This is an optimization exercise on Yosys and OpenROAD, whose aim is a short achievable clock period and few clock cycles, not a production implementation.
Function was checked by simulation only, so behaviour that the tests miss may differ from the original.
Power is estimated from default activity; no workload was simulated.

==> job 3679 <==
## coco_cpu
module coco_cpu(input clk, reset,
                output [31:0] address, writedata,
                input  [31:0] readdata,
                output WE,
                output [3:0] BE,
                output Req);
==> module coco_muldiv, before the edit <==
module coco_muldiv
  (input clk, reset, start, div, sgn,
   input [31:0] a, b,
   input mthi, mtlo,
   output busy,
   output reg [31:0] hi, lo);
reg        run, isdiv, neg_lo, neg_hi;
reg [5:0]  cnt;
reg [31:0] bb, ih, il;
reg [31:0] m3;
assign busy = run;
wire [31:0] a1 = (sgn && a[31]) ? (~a + 32'd1) : a;
wire [31:0] b1 = (sgn && b[31]) ? (~b + 32'd1) : b;
wire [31:0] ma0 = il[0] ? bb : 32'h0;
wire [31:0] ms1;
coco_ksadd #(32, 5) u_ms1(.a(ih), .b(ma0), .cin(1'b0), .s(ms1), .cout());
wire [31:0] m_hi = {1'b0, ms1[31:1]};
wire [31:0] m_lo = {ms1[0], il[31:1]};
wire [31:0] x0 = ih;
wire [31:0] x1 = {ih[30:0], il[31]};
wire [31:0] t1, t2_0, t2_1;
coco_ksadd #(32, 5) u_t1 (.a(x0), .b(~bb), .cin(1'b1), .s(t1),   .cout());
coco_ksadd #(32, 5) u_t20(.a(x1), .b(~bb), .cin(1'b1), .s(t2_0), .cout());
coco_ksadd #(32, 5) u_t21(.a(x1), .b(~m3), .cin(1'b1), .s(t2_1), .cout());
wire        k1 = !t1[31];
wire [31:0] t2 = ({32{k1}} & t2_1) | ({32{!k1}} & t2_0);
wire        k2 = !t2[31];
wire [31:0] h1 = ({32{k1}} & {t1[30:0], il[31]}) | ({32{!k1}} & x1);
wire [31:0] h2 = ({32{k2}} & {t2[30:0], il[30]}) | ({32{!k2}} & {h1[30:0], il[30]});
wire [31:0] d_lo = {il[29:0], k1, k2};
wire [31:0] d1_lo = {il[30:0], k1};
wire [63:0] negm = ~{ih, il} + 64'd1;
wire [31:0] hsh  = {1'b0, ih[31:1]};
wire [31:0] mf_hi = neg_lo ? negm[63:32] : ih;
wire [31:0] mf_lo = neg_lo ? negm[31:0] : il;
wire [31:0] df_hi = neg_hi ? (~hsh + 32'd1) : hsh;
wire [31:0] df_lo = neg_lo ? (~il + 32'd1) : il;
wire s_mstep = run && !isdiv && !cnt[5];
wire s_dprep = run && isdiv && (cnt == 6'd0);
wire s_dstep = run && isdiv && (cnt != 6'd0) && (cnt < 6'd17);
wire s_fin   = run && (isdiv ? !(cnt < 6'd17) : cnt[5]);
always @(posedge clk)
  if (reset) begin
    run <= 1'b0; isdiv <= 1'b0; neg_lo <= 1'b0; neg_hi <= 1'b0; cnt <= 6'd0; bb <= 32'h0;
    m3 <= 32'h0; ih <= 32'h0; il <= 32'h0;
    hi <= 32'h0; lo <= 32'h0;
  end else begin
    if (start) begin
      run <= 1'b1; isdiv <= div; cnt <= 6'd0; bb <= b1;
      neg_lo <= sgn && (a[31] ^ b[31]);
      neg_hi <= sgn && (a[31] ^ b[31]) && a[31];
      ih <= 32'h0; il <= a1;
    end else if (run) begin
      cnt <= cnt + 6'd1;
      if (s_fin) run <= 1'b0;
      if (s_mstep) begin ih <= m_hi; il <= m_lo; end
      if (s_dstep) begin ih <= h2; il <= d_lo; end
      if (s_dprep) begin
        m3 <= (bb << 1) + bb;
        ih <= h1; il <= d1_lo;
      end
    end
    if (!start && s_fin) begin
      hi <= isdiv ? df_hi : mf_hi;
      lo <= isdiv ? df_lo : mf_lo;
    end else if (!start && !run && mthi) hi <= a;
    else if (!start && !run && mtlo) lo <= a;
  end
endmodule
==> flow/config.mk <==
export PLATFORM = sky130hd
export DESIGN_NAME = coco_cpu
export DESIGN_NICKNAME = coco_cpu
export VERILOG_FILES = /design/flow/design.v
export SDC_FILE = /design/flow/constraint.sdc
export NUM_CORES = 4
export LEC_CHECK = 0
export ABC_CLOCK_PERIOD_IN_PS = 3000
export CAP_MARGIN = 20
export CELL_PAD_IN_SITES_DETAIL_PLACEMENT = 1
export CELL_PAD_IN_SITES_GLOBAL_PLACEMENT = 2
export CORE_MARGIN = 2
export CORE_UTILIZATION = 30
export PLACE_DENSITY = 0.5
export SETUP_SLACK_MARGIN = 5
export SLEW_MARGIN = 20
==> flow/constraint.sdc <==
create_clock -name core_clock -period 10.0 [get_ports {clk}]
set_input_delay 2.0000 -clock core_clock [delete_from_list [all_inputs] [get_ports {clk}]]
set_output_delay 2.0000 -clock core_clock [all_outputs]
set_load 0.01 [all_outputs]
standard.sh (not shown) runs the stock make flow with config.mk's settings and CLKGATE_MAP_FILE= SYNTH_SCRIPT=/design/flow/synth_recipe.tcl, a recipe that flattens the netlist after the stock synthesis.
==> flow/flow/run.sh <==
#!/bin/bash
# The standard layout (the standard.sh: standard synthesis, floorplan,
# placement, CTS, routing) with two changes to how it is made:
#  - timing repair aims further below the clock period than config.mk's
#    SETUP_SLACK_MARGIN (capped at 5 ns) allows;
#  - the port buffers are buf_6 cells instead of the default pick.
# The clock period and I/O constraints are the standard flow's, unchanged.
set -euo pipefail
bash standard.sh SETUP_SLACK_MARGIN=${MARGIN:-6} \
  "BUFFER_PORTS_ARGS=-buffer_cell sky130_fd_sc_hd__buf_6" finish > standard_make.log 2>&1
==> job 420 (differences from job 3679) <==
--- a/flow/design.v
+++ b/flow/design.v
@@ -344,4 +344,5 @@
 reg [5:0]  cnt;
 reg [31:0] bb, ih, il;
+reg [31:0] mq;           
 reg [31:0] m3;
 assign busy = run;
@@ -373,4 +374,6 @@
 wire [31:0] df_lo = neg_lo ? (~il + 32'd1) : il;
 wire s_mstep = run && !isdiv && !cnt[5];
+wire        m_zero = (mq == 32'h0);
+wire [63:0] m_sh   = {ih, il} >> (6'd32 - cnt);
 wire s_dprep = run && isdiv && (cnt == 6'd0);
 wire s_dstep = run && isdiv && (cnt != 6'd0) && (cnt < 6'd17);
@@ -379,5 +382,5 @@
   if (reset) begin
     run <= 1'b0; isdiv <= 1'b0; neg_lo <= 1'b0; neg_hi <= 1'b0; cnt <= 6'd0; bb <= 32'h0;
-    m3 <= 32'h0; ih <= 32'h0; il <= 32'h0;
+    m3 <= 32'h0; ih <= 32'h0; il <= 32'h0; mq <= 32'h0;
     hi <= 32'h0; lo <= 32'h0;
   end else begin
@@ -386,9 +389,10 @@
       neg_lo <= sgn && (a[31] ^ b[31]);
       neg_hi <= sgn && (a[31] ^ b[31]) && a[31];
-      ih <= 32'h0; il <= a1;
+      ih <= 32'h0; il <= a1; mq <= a1;
     end else if (run) begin
       cnt <= cnt + 6'd1;
       if (s_fin) run <= 1'b0;
-      if (s_mstep) begin ih <= m_hi; il <= m_lo; end
+      if (s_mstep && m_zero) begin {ih, il} <= m_sh; cnt <= 6'd32; end
+      else if (s_mstep) begin ih <= m_hi; il <= m_lo; mq <= {1'b0, mq[31:1]}; end
       if (s_dstep) begin ih <= h2; il <= d_lo; end
       if (s_dprep) begin
==> notes.md <==
quantity                                                                   job 3679                  job 420
Result of the run                                           complete, no violations  complete, no violations
FF/Latch Area                                                            0.0345 mm2               0.0351 mm2
Overall die height                                                           597 um                   610 um
Flip-flop and latch share of the layout cell area                             27.3%                    25.9%
Fraction of the mapped netlist area in simple logic gates                     21.3%                    20.5%
Violation count after the first detailed-routing iteration                    16419                    17318
Synth Register Bits                                                            1717                     1749
Multi-input gate area                                                    0.0689 mm2               0.0737 mm2
Post-CTS repair timing setup buffer count                                       131                      283
Routed wire length on met2                                                   338 mm                   356 mm
Sequential power                                                            7.01 mW                  7.14 mW
Clock Pin Slew Worst Setup and Hold Paths                                   0.06 ns                  0.05 ns
Worst hold slack across all endpoints                                      0.449 ns                 0.453 ns
Placed wire-length estimate after detailed placement                         523 mm                   544 mm
Die width                                                                    597 um                   610 um
Cell leakage power                                                          44.6 nW                  48.9 nW
Reg2reg setup slack                                                         5.89 ns                  5.85 ns
GRT Total Usage                                                               42.4%                    42.7%
Complex-gate fraction of the synthesized area                                 29.0%                    28.7%
Overall via count from detail_route                                          124818                   130553
Number of buffers created by CTS                                                222                      225
Power Density                                                            137 mW/mm2               130 mW/mm2
Testbench counts of job 3679, summed over its fixed seeds: cycles 36,233.
Testbench counts of job 420, summed over its fixed seeds: cycles 35,516.

-- separate check: timing with driven ports --
In the flow no input, the clock included, has a driving cell. The finished layouts below were timed again as built, in two steps. Step 1 (the two cells are an assumption about what drives the block):
set clk [get_ports {clk}]
set_driving_cell -lib_cell sky130_fd_sc_hd__clkbuf_16 $clk
set_driving_cell -lib_cell sky130_fd_sc_hd__buf_2 [delete_from_list [all_inputs] $clk]
Step 2 adds t to the input delays and takes it off the output delays; t is the mean of the earliest and latest rising clock arrival at the registers after step 1. Input paths then give back, and output paths get back, about the clock's delay inside the block. Three values: ideal ports, drivers, drivers and shift; two values: the first two.
| run | t (ns) | slack for setup (ns) | worst setup path after step 2 | worst data-port slew with drivers (ns) | pins driven straight from the clock port |
|---|---|---|---|---|---|
| job 3679 | 1.075 | 5.850 / 5.722 / 4.647 | input to register | 0.31 | 1 |
| job 420 | 1.070 | 5.821 / 5.719 / 4.649 | input to register | 0.31 | 1 |
After both steps setup and hold are still met in every run listed. The setup slack of job 3679, which loses most, moves by -0.128 ns with the drivers and by -1.203 ns with both steps.
